This is an optimization exercise on Yosys and OpenROAD, whose aim is small area, a short achievable clock period and few clock cycles per item, not a production implementation.
At most, simulation tests tie the RTL to the original design; equivalence was not proved.

== job 101 ==
==> module block_solver, before the edit <==
module block_solver (
	input clk,
	input rst_n,
	input [255:0] midstate,
	input [95:0] header_leftovers,
	input [255:0] target,
	input [31:0] nonce_start,
	output [2:0] state_out,
	output [31:0] current_nonce
);
localparam [255:0] IV = {
	32'h6a09e667, 32'hbb67ae85, 32'h3c6ef372, 32'ha54ff53a,
	32'h510e527f, 32'h9b05688c, 32'h1f83d9ab, 32'h5be0cd19};
reg [5:0] t;         
reg ld;              
reg q61, q62, q63;   
reg p0, p1;          
reg [1:0] fill;      
reg done;
reg nosol;
reg [31:0] cur;      
reg [31:0] mwa, mwe;  
reg [31:0] mid_h;    
reg hlt, hgt, llt, lgt;    
reg [31:0] k_in;     
reg [31:0] k_out;    
reg [31:0] twa, twe;  
wire [31:0] k_rom;
k_table constants (.round(ld ? 6'd1 : (t == 6'd63 ? 6'd0 : t + 6'd2)), .constant(k_rom));
wire [255:0] s_in;
wire [255:0] s_out;
wire [31:0] cur1 = cur + 32'd1;
wire [31:0] feed = fill[1] ? {cur[31:1] + 31'd1, cur[0]} : (fill[0] ? cur1 : cur);
reg [31:0] in_alt;
always @(*) begin
	in_alt = 32'h0;
	if (ld) in_alt = 32'h00000280;
	else case (t)
		6'd49: in_alt = header_leftovers[95:64];
		6'd50: in_alt = header_leftovers[63:32];
		6'd51: in_alt = header_leftovers[31:0];
		6'd52: in_alt = feed;    
		6'd53: in_alt = 32'h80000000;
		default: in_alt = 32'h0;
	endcase
end
wire in_comp = !ld && (t < 6'd48);
wire [31:0] out_alt = p0 ? 32'h00000100 : (!ld && t == 6'd58 ? 32'h80000000 : 32'h0);
wire out_comp = !ld && !p0 && (t <= 6'd48);
always @(posedge clk) begin
	mid_h <= midstate[31:0];
	if (!ld && t == 6'd60) begin
		mwa <= midstate[159:128]; mwe <= midstate[31:0];
	end else if (q61) begin
		mwa <= midstate[191:160]; mwe <= midstate[63:32];
	end else if (q62) begin
		mwa <= midstate[223:192]; mwe <= midstate[95:64];
	end else begin
		mwa <= midstate[255:224]; mwe <= midstate[127:96];
	end
end
wire [31:0] h1a = s_in[255:224] + mwa;
wire [31:0] h1e = s_in[127:96] + mwe;
sha_core #(.LOADLO(0)) inner_core (
	.clk(clk), .ld(ld), .kn(k_in), .init(midstate), .init_h(mid_h),
	.head_comp(in_comp), .head_alt(in_alt),
	.wa(32'b0), .we(32'b0), .q61(q61), .q62(q62), .q63(q63), .q64(ld), .st(s_in));
sha_core #(.LOADLO(1)) outer_core (
	.clk(clk), .ld(p0), .kn(k_out), .init(IV), .init_h(IV[31:0]),
	.head_comp(out_comp), .head_alt(out_alt),
	.wa(h1a), .we(h1e), .q61(q61), .q62(q62), .q63(q63), .q64(ld), .st(s_out));
reg [1:0] lp;         
always @(posedge clk) lp <= q61 ? 2'd0 : lp + 2'd1;
reg [31:0] ia_w, ie_w;
always @(*) begin
	case (lp)
	2'd0: begin ia_w = IV[159:128]; ie_w = IV[31:0];   end
	2'd1: begin ia_w = IV[191:160]; ie_w = IV[63:32];  end
	2'd2: begin ia_w = IV[223:192]; ie_w = IV[95:64];  end
	default: begin ia_w = IV[255:224]; ie_w = IV[127:96]; end
	endcase
end
always @(posedge clk) begin
	if (q61) begin
		twa <= target[127:96];    twe <= target[255:224];
	end else if (q62) begin
		twa <= target[95:64];     twe <= target[223:192];
	end else if (q63) begin
		twa <= target[63:32];     twe <= target[191:160];
	end else begin
		twa <= target[31:0];      twe <= target[159:128];
	end
end
wire [31:0] h2a = s_out[255:224] + ia_w;
wire [31:0] h2e = s_out[127:96] + ie_w;
wire [31:0] hva = {h2a[7:0], h2a[15:8], h2a[23:16], h2a[31:24]};
wire [31:0] hve = {h2e[7:0], h2e[15:8], h2e[23:16], h2e[31:24]};
wire [32:0] hi_d = {1'b0, hve} - {1'b0, twe};
wire [32:0] lo_d = {1'b0, hva} - {1'b0, twa};
wire hi_eq = hve == twe;
wire lo_eq = hva == twa;
wire hi_lt = hi_d[32];
wire hi_gt = !hi_d[32] && !hi_eq;
wire lo_lt = lo_d[32];
wire lo_gt = !lo_d[32] && !lo_eq;
wire hlt_n = (hlt | (!hgt & hi_lt)) & !q62 | q62 & hi_lt;
wire hgt_n = (hgt | (!hlt & hi_gt)) & !q62 | q62 & hi_gt;
wire llt_n = (llt | (!lgt & lo_lt)) & !q62 | q62 & lo_lt;
wire lgt_n = (lgt | (!llt & lo_gt)) & !q62 | q62 & lo_gt;
wire found = hlt | (!hgt & llt);
wire last = &cur;    
always @(posedge clk) begin
	hlt <= hlt_n;
	hgt <= hgt_n;
	llt <= llt_n;
	lgt <= lgt_n;
	k_in <= k_rom;
	k_out <= k_in;
	if (!rst_n) begin
		t <= 6'd49;
		ld <= 1'b0;
		q61 <= 1'b0;
		q62 <= 1'b0;
		q63 <= 1'b0;
		p0 <= 1'b0;
		p1 <= 1'b0;
		fill <= 2'd0;
		done <= 1'b0;
		nosol <= 1'b0;
		cur <= nonce_start;
	end else begin
		if (!ld) t <= t + 6'd1;
		q61 <= !ld && (t == 6'd60);
		q62 <= q61;
		q63 <= q62;
		ld <= q63;
		p0 <= ld;
		p1 <= p0;
		if (p1 && !done) begin
			if (fill != 2'd2) begin
				fill <= fill + 2'd1;
			end else if (found) begin
				done <= 1'b1;
			end else if (last) begin
				done <= 1'b1;
				nosol <= 1'b1;
			end else begin
				cur <= cur1;
			end
		end
	end
end
assign state_out = {1'b0, done, nosol};
assign current_nonce = cur;
endmodule
clock: 16.0 ns
lec_check: 0
abc_area: 1
cap_margin: 20
core_margin: 2
core_utilization: 40
slew_margin: 20
standard.sh (not shown) runs the stock make flow with config.mk's settings and CLKGATE_MAP_FILE= SYNTH_SCRIPT=/design/flow/synth_recipe.tcl, a recipe that flattens the netlist after the stock synthesis.
==> flow/flow/run.sh <==
#!/bin/bash
set -euo pipefail
export SETUP_SLACK_MARGIN=11.3
export BUFFER_PORTS_ARGS="-buffer_cell sky130_fd_sc_hd__buf_1"
bash standard.sh > standard.log 2>&1
Job 101 | stages: all done | timing, DRC, antenna: all pass
> inputs changed (job 101 -> job 102)
--- a/flow/design.v
+++ b/flow/design.v
@@ -287,12 +287,23 @@
 wire [31:0] hva = {h2a[7:0], h2a[15:8], h2a[23:16], h2a[31:24]};
 wire [31:0] hve = {h2e[7:0], h2e[15:8], h2e[23:16], h2e[31:24]};
-wire [32:0] hi_d = {1'b0, hve} - {1'b0, twe};
-wire [32:0] lo_d = {1'b0, hva} - {1'b0, twa};
-wire hi_eq = hve == twe;
-wire lo_eq = hva == twa;
-wire hi_lt = hi_d[32];
-wire hi_gt = !hi_d[32] && !hi_eq;
-wire lo_lt = lo_d[32];
-wire lo_gt = !lo_d[32] && !lo_eq;
+function [1:0] cmp32;
+	input [31:0] x;
+	input [31:0] y;
+	reg [31:0] lt, gt;
+	integer l, i;
+	begin
+		lt = ~x & y;
+		gt = x & ~y;
+		for (l = 1; l < 32; l = l * 2)
+			for (i = 0; i < 32; i = i + 2 * l) begin
+				lt[i] = lt[i + l] | (~gt[i + l] & lt[i]);
+				gt[i] = gt[i + l] | (~lt[i + l] & gt[i]);
+			end
+		cmp32 = {lt[0], gt[0]};
+	end
+endfunction
+wire hi_lt, hi_gt, lo_lt, lo_gt;
+assign {hi_lt, hi_gt} = cmp32(hve, twe);
+assign {lo_lt, lo_gt} = cmp32(hva, twa);
 wire hlt_n = (hlt | (!hgt & hi_lt)) & !q62 | q62 & hi_lt;
 wire hgt_n = (hgt | (!hlt & hi_gt)) & !q62 | q62 & hi_gt;
@@ -301,4 +312,5 @@
 wire found = hlt | (!hgt & llt);
 wire last = &cur;    
+wire step = p1 && !done && fill == 2'd2 && !found && !last;
 always @(posedge clk) begin
 	hlt <= hlt_n;
@@ -328,4 +340,5 @@
 		p0 <= ld;
 		p1 <= p0;
+		cur <= cur + {31'b0, step};
 		if (p1 && !done) begin
 			if (fill != 2'd2) begin
@@ -336,6 +349,4 @@
 				done <= 1'b1;
 				nosol <= 1'b1;
-			end else begin
-				cur <= cur1;
 			end
 		end
## What came out
Delta (job 102 minus job 101): minimum clock period after layout lower; die area lower. Area: job 102 vs job 101 -> job 102 smaller. Re fraction of final layout cells sized beyond drive strength 1: job 101 and job 102 aren't equal, and the higher value belongs to job 102. Job 102 vs job 101: number of non-filler instances in the completed layout down. Global-route usage (job 102 over job 101): decrease, 2.4 points. Job 101 vs job 102, critical path class: flip-flop to output port vs flip-flop to flip-flop. Summary of job 102 over job 101: multiplexer share of the synthesized area barely changed; number of synthesized flops with an enable pin dropped 32.
Testbench counts of job 102, summed over its fixed seeds: cycles 861,407, nonces 13,087.
For job 101, only the layout was checked, not whether the RTL still works.

-- port drivers added, routing unchanged --
The flow's constraints put no driver on any port. The routed layouts listed below were extracted and timed again, unchanged, in two steps. Step 1 assumes that a clkbuf_16 drives the clock port and a buf_2 every other input. Step 2 adds t to the input delays and takes it off the output delays; t is the mean of the earliest and latest rising clock arrival at the registers after step 1. Input paths then give back, and output paths get back, about the clock's delay inside the block. Three values: ideal ports, drivers, drivers and shift; two values: the first two.
| run | t (ns) | slack for setup (ns) | worst hold slack (ns) | clock arrival spread, ns |
|---|---|---|---|---|
| job 101 | 0.972 | 11.184 / 11.078 / 11.054 | 0.280 / 0.280 / 0.280 | 0.112 / 0.112 |
| job 102 | 0.964 | 11.334 / 11.238 / 10.940 | 0.283 / 0.283 / 0.283 | 0.101 / 0.101 |
After both steps setup and hold are still met in every run listed. The setup slack of job 102, which loses most, moves by -0.096 ns with the drivers and by -0.394 ns with both steps.
